This is an optimization exercise on Yosys and OpenROAD, whose aim is small area and a short achievable clock period, not a production implementation. At most, simulation tests tie the RTL to the original design; equivalence was not proved. No driver is modelled on the clock port, so clock power and skew are understated where the tree is cut down; a real chip needs a root buffer or a tree. No activity file was given, so power comes from the tool's default toggle rates.

run M:
Design usart, start of the top module:
module usart (
    input wire clk,
    input wire rst,
    input wire [7:0] tx_data_in,
    input wire tx_write_en,
    output wire tx_full,
    output wire tx_serial_out,
    input wire rx_serial_in,
    output wire [7:0] rx_data_out,
    input wire rx_read_en,
    output wire rx_empty
);
clock: 4.0 ns
lec_check: 0
abc_clock_period_in_ps: 1500
cap_margin: 20
core_margin: 2
core_utilization: 60
cts_cluster_diameter: 100
cts_cluster_size: 24
setup_slack_margin: 2.4
slew_margin: 20
standard.sh (not shown) runs the stock make flow with config.mk's settings and CLKGATE_MAP_FILE= SYNTH_SCRIPT=/design/flow/synth_recipe.tcl, a recipe that flattens the netlist after the stock synthesis.
==> flow/flow/run.sh <==
#!/bin/bash
# The standard layout (standard.sh) with one change to clock tree synthesis:
# TritonCTS builds its tree (without dummy loads), then post_cts.tcl replaces
# the top of the tree (root buffer and first-level buffers) by four buffers
# that the clock port drives directly, each driving a quarter of the leaf
# buffers; then the timing repair that cts.tcl would have run (skipped there
# so that it sees the final tree).
set -euo pipefail
W=$(pwd)
bash standard.sh \
  SKIP_CTS_REPAIR_TIMING=1 \
  POST_CTS_TCL="$W/flow/post_cts.tcl" \
  "CTS_ARGS=-sink_clustering_enable -repair_clock_nets -sink_clustering_size 24 -sink_clustering_max_diameter 100 -dont_use_dummy_load" \
  finish > "$W/standard.log" 2>&1
Other scripts of this flow, unchanged in this note and not shown: flow/flow/clock_top.tcl, flow/flow/post_cts.tcl
> inputs changed (run M -> run Z)
- changing ABC_CLOCK_PERIOD_IN_PS from 1500 to 2000
- changing CORE_UTILIZATION from 60 to 65
==> results.txt <==
Max logic depth of the worst path, buffers included across run M and run Z: run Z
Run Z: routed length on met2 is 3.7% lower than what run M reported.
Compared with run M, in run Z via count of the first global-routing pass saw little to no change; number of distinct library cells after synthesis neither gained nor lost much; combinational power saw little to no change.
Run M was routed with fewer vias than run Z.
Leakage power of the design: run M vs run Z — no meaningful difference
Run M leaves more setup margin than run Z.
When the final numbers for run M and run Z were put side by side, the vertical extent of the die turned out to be greater in run M.
Between run Z and run M, the post-layout total power figures differ only marginally.
Global-route usage, run M and run Z: lower on run M

========
Setup of run A:
usart again, from the RTL that the note above started with.
export LEC_CHECK = 0
export ABC_CLOCK_PERIOD_IN_PS = 1500
export CAP_MARGIN = 20
export CORE_MARGIN = 2
export CORE_UTILIZATION = 65
export CTS_CLUSTER_DIAMETER = 100
export CTS_CLUSTER_SIZE = 24
export SETUP_SLACK_MARGIN = 2.4
export SLEW_MARGIN = 20
create_clock -name core_clock -period 4.0 [get_ports {clk}]
==> flow/flow/run.sh <==
#!/bin/bash
# The standard layout (standard.sh) with one change to clock tree synthesis:
# TritonCTS builds its tree (without dummy loads), then post_cts.tcl replaces
# the top of the tree (root buffer and first-level buffers) by four buffers
# that the clock port drives directly, each driving a quarter of the leaf
# buffers; then the timing repair that cts.tcl would have run (skipped there
# so that it sees the final tree).
set -euo pipefail
W=$(pwd)
bash standard.sh \
  SKIP_CTS_REPAIR_TIMING=1 \
  POST_CTS_TCL="$W/flow/post_cts.tcl" \
  "CTS_ARGS=-sink_clustering_enable -repair_clock_nets -buf_list sky130_fd_sc_hd__clkbuf_8 -sink_clustering_size 16 -sink_clustering_max_diameter 100 -dont_use_dummy_load" \
  finish > "$W/standard.log" 2>&1
Other scripts of this flow, unchanged in this note and not shown: flow/flow/clock_top.tcl, flow/flow/post_cts.tcl
Inputs modified between run A and run B:
- ABC_AREA: unset -> 1
- ABC_CLOCK_PERIOD_IN_PS: 1500 -> unset
-- flow/flow/run.sh --
<<< run A, line 13
  "CTS_ARGS=-sink_clustering_enable -repair_clock_nets -buf_list sky130_fd_sc_hd__clkbuf_8 -sink_clustering_size 16 -sink_clustering_max_diameter 100 -dont_use_dummy_load" \
>>> run B, line 13
  "CTS_ARGS=-sink_clustering_enable -repair_clock_nets -sink_clustering_size 24 -sink_clustering_max_diameter 100 -dont_use_dummy_load" \
--- outcome ---
- Run B | status: complete | timing, DRC, antenna: pass
- Between run B and run A, the source-to-sink clock delay at the later pin of the worst-skew pair figures differ only marginally.
- The path length in cells of the critical path number comes out lower for run A vs run B.
- Run B vs. run A: final cell utilization of the core lost 0.32 points, part of the power in the clock network +1.2 points.
- [compare] base=run A new=run B: number of unique standard cell types used by synthesis lost 19, relative slew slack saw a decrease.
- Compared with run A, in run B post-synthesis instance area climbed 930 um2, total power up about 4.4%.
The inputs of run C differ from those of run B as listed below.
- ABC_AREA removed (was 1)
- ABC_CLOCK_PERIOD_IN_PS newly set to 1500
- No stage failed in run C, and the final checks on the layout all came back clean.
- Category of the critical setup timing path: flop to flop -> run C, input port to flop -> run B
- Run B → run C: overall power after layout lost about 2.4%; smallest hold slack neither gained nor lost much; post-placement setup slack rose 0.36 ns; detailed-placement wirelength estimate has decreased.
What run D does differently from run C at the input level:
- swapping 65 for 70 in CORE_UTILIZATION
- swapping 2.4 for 2.35 in SETUP_SLACK_MARGIN
Notes after the runs:
- Run D went all the way through synthesis, placement and routing and the layout is clean on timing, DRC and antenna.
- Run D against run C: sum of routed wire length over all layers held; global-route wire length before repair saw little to no change; sequential share of layout area saw an increase; total power per unit cell area rose by 0.81%; power after layout held steady.
### run D -> run E
- CORE_UTILIZATION: 70 -> 67
- SETUP_SLACK_MARGIN: 2.35 -> 2.45
Findings:
Looking at share of the clock period used by the worst path after layout, run E sits 0.86 points lower than run D does. Weighted congestion reported at the end of routability-driven placement: run E vs run D down about 0.55%. Between run D and run E, transition time of the tightest slew-check pin is lower for run E, run D comes in above that. Comparing largest incremental delay on the critical path for run D and run E, the smaller number came from run E. Diff run D -> run E | relative contribution of combinational cells to total power | increase of 0.2 points. [run E vs run D] cell total after placement: higher in run E. Delta(count of vias placed by the detailed router, run E - run D) < 0. Run E vs. run D: worst path setup slack after routing went up by 0.034 ns.

========
Another version of the RTL of usart (not shown whole).
Size in the first run: about 830 cells after synthesis, ~340 flip-flops, ~12000 um^2 of cells after synthesis.
## usart
module usart (
    input wire clk,
    input wire rst,
    input wire [7:0] tx_data_in,
    input wire tx_write_en,
    output wire tx_full,
    output wire tx_serial_out,
    input wire rx_serial_in,
    output wire [7:0] rx_data_out,
    input wire rx_read_en,
    output wire rx_empty
);
    integer i;
    reg [7:0]  tmem [0:15];
    reg [3:0]  twp, trp;
    reg        tf, te;
    reg [3:0]  tcnt;
    reg [15:0] tsel;
    reg        tld;
    reg [7:0]  tsh;
    reg        tso;
    wire t_rd = tcnt[3];                    
    wire t_wr = tx_write_en & ~tf;
    reg [7:0] t_byte;
    always @* begin
        t_byte = 8'd0;
        for (i = 0; i < 16; i = i + 1)
            t_byte = t_byte | ({8{tsel[i]}} & tmem[i]);
    end
    always @(posedge clk)
        if (t_wr) tmem[twp] <= tx_data_in;
    always @(posedge clk) begin
        for (i = 0; i < 16; i = i + 1)
            tsel[i] <= t_rd & (trp == i);
        tld <= t_rd;
    end
    always @(posedge clk) begin
        if (rst) begin
            twp <= 4'd0; trp <= 4'd0; tf <= 1'b0; te <= 1'b1;
            tcnt <= 4'd0; tsh <= 8'd0; tso <= 1'b0;
        end else begin
            if (t_wr) twp <= twp + 4'd1;
  ...
==> flow/config.mk <==
export PLATFORM = sky130hd
export DESIGN_NAME = usart
export DESIGN_NICKNAME = usart
export VERILOG_FILES = /design/flow/design.v
export SDC_FILE = /design/flow/constraint.sdc
export NUM_CORES = 4
export LEC_CHECK = 0
export ABC_CLOCK_PERIOD_IN_PS = 1500
export CAP_MARGIN = 20
export CORE_MARGIN = 2
export CORE_UTILIZATION = 65
export CTS_CLUSTER_DIAMETER = 100
export CTS_CLUSTER_SIZE = 24
export SETUP_SLACK_MARGIN = 2.4
export SLEW_MARGIN = 20
==> flow/constraint.sdc <==
create_clock -name core_clock -period 4.0 [get_ports {clk}]
set_input_delay 0.8000 -clock core_clock [delete_from_list [all_inputs] [get_ports {clk}]]
set_output_delay 0.8000 -clock core_clock [all_outputs]
set_load 0.01 [all_outputs]
==> flow/flow/run.sh <==
#!/bin/bash
set -euo pipefail
W=$(pwd)
bash standard.sh \
  SKIP_CTS_REPAIR_TIMING=1 \
  POST_CTS_TCL="$W/flow/post_cts.tcl" \
  finish > "$W/standard.log" 2>&1
==> flow/flow/post_cts.tcl <==
# Runs inside ORFS's cts.tcl after clock_tree_synthesis and detailed placement.
set block [ord::get_db_block]
set cnet [[$block findBTerm clk] getNet]
set roots {}
foreach it [$cnet getITerms] { lappend roots [$it getInst] }
if {[llength $roots] == 1} {
  set root [lindex $roots 0]
  set rnet [[$root findITerm X] getNet]
  set loads {}
  foreach it [$rnet getITerms] {
    if {[$it isInputSignal]} { lappend loads $it }
  }
  if {[llength $loads] <= 4} {
    foreach it $loads { $it disconnect; $it connect $cnet }
    [$root findITerm A] disconnect
    [$root findITerm X] disconnect
    puts "post_cts: removed clock root buffer [$root getName]; clock port drives [llength $loads] pins"
    odb::dbInst_destroy $root
    odb::dbNet_destroy $rnet
  } else {
    puts "post_cts: root buffer drives [llength $loads] pins; tree left as it is"
  }
}
estimate_parasitics -placement
repair_timing_helper
detailed_placement
check_placement -verbose
estimate_parasitics -placement
report_checks -path_delay max -format full_clock_expanded
The starting point completed with no timing, DRC or antenna violations.
Edit:
==> flow/run.sh (new file) <==
#!/bin/bash
# synth_recipe.tcl (not shown) runs the flow's synth.tcl, then flattens the netlist and writes it again
# the make line also repeats each setting of config.mk as NAME=value (left out here)
make -C /OpenROAD-flow-scripts/flow DESIGN_CONFIG=/design/flow/config.mk WORK_HOME=/design/flow/orfs CLKGATE_MAP_FILE= SYNTH_SCRIPT=/design/flow/synth_recipe.tcl finish
- ABC_CLOCK_PERIOD_IN_PS: 1500 -> 1800
- CORE_UTILIZATION: 65 -> 70
- SETUP_SLACK_MARGIN: 2.4 -> 2.25
removed: flow/flow/run.sh
removed: flow/flow/post_cts.tcl
removed: flow/standard.sh
Effect: Power went up by 0.30%. Utilization rises by 3.5 points. Wire length fell by 2.8%. Setup slack loses 0.13 ns. Design area falls by 3.4%. Combinational power shrinks by 11%. Final cell count decreases by 3.0%. Sequential share of layout area grows by 1.9 points. Count of clock-buffer cells in the layout went up by 2.
No functional check of the RTL was part of any run of this note.

-- afterwards: timing with drivers on the ports --
In the flow no input, the clock included, has a driving cell. The finished layouts below were timed again as built, in two steps.
Step 1 assumes that a clkbuf_16 drives the clock port and a buf_2 every other input.
Step 2 adds t to the input delays and takes it off the output delays; t is the mean of the earliest and latest rising clock arrival at the registers after step 1. Input paths then give back, and output paths get back, about the clock's delay inside the block.
a / b / c = ideal ports / drivers / drivers and shift; a / b = the first two.
| run | t (ns) | setup WS [ns] | worst setup path after step 2 | worst slew at a driven data input, ns |
|---|---|---|---|---|
| run M | 0.398 | 2.396 / 2.296 / 2.103 | input to register | 0.04 |
| run Z | 0.388 | 2.390 / 2.329 / 2.128 | input to register | 0.04 |
| run A | 0.390 | 2.412 / 2.319 / 2.105 | input to register | 0.04 |
| run B | 0.396 | 2.401 / 2.308 / 2.081 | input to register | 0.03 |
| run C | 0.388 | 2.390 / 2.329 / 2.128 | input to register | 0.04 |
| run D | 0.387 | 2.384 / 2.291 / 2.167 | input to register | 0.03 |
| run E | 0.393 | 2.419 / 2.322 / 2.136 | input to register | 0.04 |
| the first run of note 3 | 0.432 | 2.307 / 2.280 / 1.976 | input to register | 0.04 |
| the second run of note 3 | 0.551 | 2.179 / 2.146 / 1.753 | input to register | 0.03 |
After both steps setup and hold are still met in every run listed. For the second run of note 3, which loses most, drivers alone change the setup slack by -0.033 ns; drivers and shift together by -0.426 ns.
